Source: an optimization exercise on an open RTL-to-GDS flow (aim: small area and a short achievable clock period). Production flows keep margins and buffers that such runs may drop. Function was checked by simulation only, so behaviour that the tests miss may differ from the original.

## main
==> flow/design.v (excerpt) <==
module part2 (
    clear,
    clock,
    digit,
    digit_valid,
    end_of_line,
    total,
    line_result
);
    input clear;
    input clock;
    input [3:0] digit;
    input digit_valid;
    input end_of_line;
    output [63:0] total;
    output [47:0] line_result;
    reg [47:4] z;        
    reg [3:0] x0;        
    reg [39:0] ls;       
    reg [4:0] lg;        
    reg [5:1] lp;        
    reg [63:0] tot;
    integer k;
    reg  [11:1] shr;     
    wire        sh0 = shr[1] | (x0 < digit);    
    wire [3:0]  y0 = sh0 ? digit : x0;
    wire [47:0] y = {z, y0};
    reg  [11:1] ysh;
    always @(*) begin
        ysh[11] = y[47:44] < y[43:40];
        for (k = 10; k >= 1; k = k - 1)
            ysh[k] = ysh[k + 1] | (y[4 * k +: 4] < y[4 * k - 4 +: 4]);
    end
    reg  [47:4] zn;
    always @(*)
        for (k = 1; k < 12; k = k + 1)
            zn[4 * k +: 4] = ysh[k] ? y[4 * k - 4 +: 4] : y[4 * k +: 4];
    wire [3:0] r0;    
    assign r0[0] = (y[3:0] == 4'd1) | (y[3:0] == 4'd3) | (y[3:0] == 4'd5) | (y[3:0] == 4'd7) | (y[3:0] == 4'd9) | (y[3:0] == 4'd11) | (y[3:0] == 4'd13) | (y[3:0] == 4'd15);
  ...
For scale: ~160 flip-flops, ~120 I/O pins, about 16000 sq um of cells after synthesis.
==> flow/config.mk <==
export PLATFORM = sky130hd
export DESIGN_NAME = part2
export DESIGN_NICKNAME = part2
export VERILOG_FILES = /design/flow/design.v
export SDC_FILE = /design/flow/constraint.sdc
export NUM_CORES = 4
export LEC_CHECK = 0
export ABC_AREA = 1
export CAP_MARGIN = 20
export CORE_MARGIN = 2
export CORE_UTILIZATION = 40
export SETUP_SLACK_MARGIN = 2.45
export SLEW_MARGIN = 20
==> flow/constraint.sdc <==
create_clock -name core_clock -period 6.5 [get_ports {clock}]
set_input_delay 1.3000 -clock core_clock [delete_from_list [all_inputs] [get_ports {clock}]]
set_output_delay 1.3000 -clock core_clock [all_outputs]
set_load 0.01 [all_outputs]
standard.sh (not shown) runs the stock make flow with config.mk's settings and CLKGATE_MAP_FILE= SYNTH_SCRIPT=/design/flow/synth_recipe.tcl, a recipe that flattens the netlist after the stock synthesis.
==> flow/flow/run.sh <==
#!/bin/bash
# The standard layout (standard.sh), with these changes:
#  - synthesis leaves adders to ABC as plain gates (ADDER_MAP_FILE empty: no
#    full or half adder cells), so ABC can restructure the arithmetic;
#  - ABC's area script maps for a delay target (flow/abc_area.script) instead
#    of the unreachable default, so it can recover area off the critical paths;
set -euo pipefail
here=$(pwd)
rm -rf "$here/synth_scripts"
cp -r "$FLOW_HOME/scripts" "$here/synth_scripts"
cp "$here/flow/abc_area.script" "$here/synth_scripts/abc_area.script"
bash standard.sh ADDER_MAP_FILE= SCRIPTS_DIR="$here/synth_scripts" synth > synth.log 2>&1
export BUFFER_PORTS_ARGS="-buffer_cell sky130_fd_sc_hd__buf_2"
bash standard.sh ADDER_MAP_FILE= "BUFFER_PORTS_ARGS=$BUFFER_PORTS_ARGS" finish > layout.log 2>&1
==> flow/flow/abc_area.script <==
strash
dch -f
map -D 2500 -A 0.9
topo
stime -c
buffer -c
upsize -c -D 2500
dnsize -c -D 2500
main was carried through to the last stage, and its layout satisfied the timing, DRC and antenna checks.
The following lists how the feature branch was set up differently from main:
Settings: changing SETUP_SLACK_MARGIN from 2.45 to 2.75.
Notes after the runs:
Vias: the feature branch more than main
On final worst hold slack, main tracks the feature branch almost exactly.


## v8
part2, a different RTL version from the one above (not shown whole).
For scale: roughly 160 flip-flops.
Settings: LEC_CHECK=0, ABC_AREA=1, CAP_MARGIN=20, CORE_MARGIN=2, CORE_UTILIZATION=40, SETUP_SLACK_MARGIN=2.2, SLEW_MARGIN=20; clock period 6.5 ns.
==> flow/flow/abc_area.script <==
strash
dch -f
map -D 3000 -A 0.9
topo
stime -c
buffer -c
upsize -c -D 3000
dnsize -c -D 3000
Scripts as last shown in full above: flow/flow/run.sh
Here is what was changed in the inputs of v58 compared with v8.
# v8
export LEC_CHECK = 0
export ABC_AREA = 1
export CAP_MARGIN = 20
export CORE_MARGIN = 2
export CORE_UTILIZATION = 40
export SETUP_SLACK_MARGIN = 2.2
export SLEW_MARGIN = 20
create_clock -name core_clock -period 6.5 [get_ports {clock}]
# v58
export LEC_CHECK = 0
export ABC_AREA = 1
export CAP_MARGIN = 20
export CORE_MARGIN = 2
export CORE_UTILIZATION = 40
export SETUP_SLACK_MARGIN = 2.9
export SLEW_MARGIN = 20
create_clock -name core_clock -period 6.5 [get_ports {clock}]
==> flow/flow/abc_area.script <==
strash
dch -f
map -D 2000 -A 0.9
topo
stime -c
buffer -c
upsize -c -D 2000
dnsize -c -D 2000
Delta (v58 minus v8): count of placed standard cells in the final layout, fillers left out went up about 12%, routing usage on met3 held, number of signal-net buffers in the layout went up 60, number of clock buffer instances in the layout went down 3, depth of the most critical reg-to-reg path went down 1.
Compared to v8, v58 shows a wider setup margin.
From v8 to v58 the numbers moved as follows: die area picked up an extra about 10%.
Cmp v58 and v8 / initial cell density of the core / lower: v58
line_result[30] as the capturing element of the worst setup path was reported by v58, and line_result[39] by v8.
Compared to v8, the router laid down more metal wire for v58.
Relative to v58, the following input files were edited for v57:
# v58
export LEC_CHECK = 0
export ABC_AREA = 1
export CAP_MARGIN = 20
export CORE_MARGIN = 2
export CORE_UTILIZATION = 40
export SETUP_SLACK_MARGIN = 2.9
export SLEW_MARGIN = 20
create_clock -name core_clock -period 6.5 [get_ports {clock}]
# v57
export LEC_CHECK = 0
export ABC_AREA = 1
export CAP_MARGIN = 20
export CORE_MARGIN = 2
export CORE_UTILIZATION = 40
export SETUP_SLACK_MARGIN = 2.2
export SLEW_MARGIN = 20
create_clock -name core_clock -period 6.5 [get_ports {clock}]
==> flow/flow/abc_area.script <==
strash
dch -f
map -D 3500 -A 0.9
topo
stime -c
buffer -c
upsize -c -D 3500
dnsize -c -D 3500
## What came out
Min clock-buffer cell count across v57 and v58: v58
First element of the critical path: lg[0] -> v58, ls[1] -> v57
v57 against v58: total non-filler cell area in the finished layout down 2500 um2; fraction of standard cell area that is sequential up 2.3 points; insertion delay of the later-clocked pin in the worst-skew pair down 0.02 ns.
Measured against each other, v57 and v58 differ in area of the die, the higher figure coming from v58.
Across both runs, fraction of the core area covered by cells at the end of the flow was lower for v57 than for v58.
Side by side, synthesized area turned out lower in v57 than in v58.
> inputs changed (v57 -> v52)
# v57
export LEC_CHECK = 0
export ABC_AREA = 1
export CAP_MARGIN = 20
export CORE_MARGIN = 2
export CORE_UTILIZATION = 40
export SETUP_SLACK_MARGIN = 2.2
export SLEW_MARGIN = 20
create_clock -name core_clock -period 6.5 [get_ports {clock}]
# v52
export LEC_CHECK = 0
export ABC_AREA = 1
export CAP_MARGIN = 20
export CORE_MARGIN = 2
export CORE_UTILIZATION = 40
export SETUP_SLACK_MARGIN = 2.6
export SLEW_MARGIN = 20
create_clock -name core_clock -period 6.5 [get_ports {clock}]
==> flow/flow/abc_area.script <==
strash
dch -f
map -D 2500 -A 0.9
topo
stime -c
buffer -c
upsize -c -D 2500
dnsize -c -D 2500
--- outcome ---
Against v57, v52 reports a met3 wirelength from detailed routing that is lower. Compared with v57, v52 shows cell area higher by 1.3%. Taking v57 as the reference, in v52 global-route track usage on met3 has remained practically unchanged; synthesized area has increased; final worst slack has increased; cell count has decreased; number of inserted filler cells in the final layout has increased. [compare] base=v57 new=v52: maximum frequency went up about 12%, final design utilization went down 1.7 points.

## what the ideal ports hide
The results above use ideal ports. As a check the final layouts listed here were re-extracted and re-timed, cells and wires unchanged.
Step 1, drivers: a clkbuf_16 drives clock and a buf_2 each remaining input, both assumed.
Step 2 moves the port delays by t, midway between the first and last clock arrival at a register: inputs arrive t later, outputs are due t later. That takes back most of the time a late clock gives input paths.
a / b / c = ideal / step 1 / step 2; a / b = the first two.
| run | t (ns) | setup WS [ns] | worst register clock-pin slew, ns |
|---|---|---|---|
| main | 0.512 | 2.717 / 2.666 / 2.433 | 0.07 / 0.07 |
| the feature branch | 0.512 | 2.864 / 2.814 / 2.576 | 0.07 / 0.07 |
| v8 | 0.494 | 2.560 / 2.505 / 2.216 | 0.07 / 0.07 |
| v58 | 0.514 | 2.891 / 2.838 / 2.708 | 0.08 / 0.08 |
| v57 | 0.501 | 2.351 / 2.351 / 2.252 | 0.08 / 0.08 |
| v52 | 0.508 | 2.806 / 2.751 / 2.444 | 0.07 / 0.07 |
After both steps every run listed still meets setup and hold. The setup slack of v52, which loses most, moves by -0.055 ns with the drivers and by -0.362 ns with both steps.
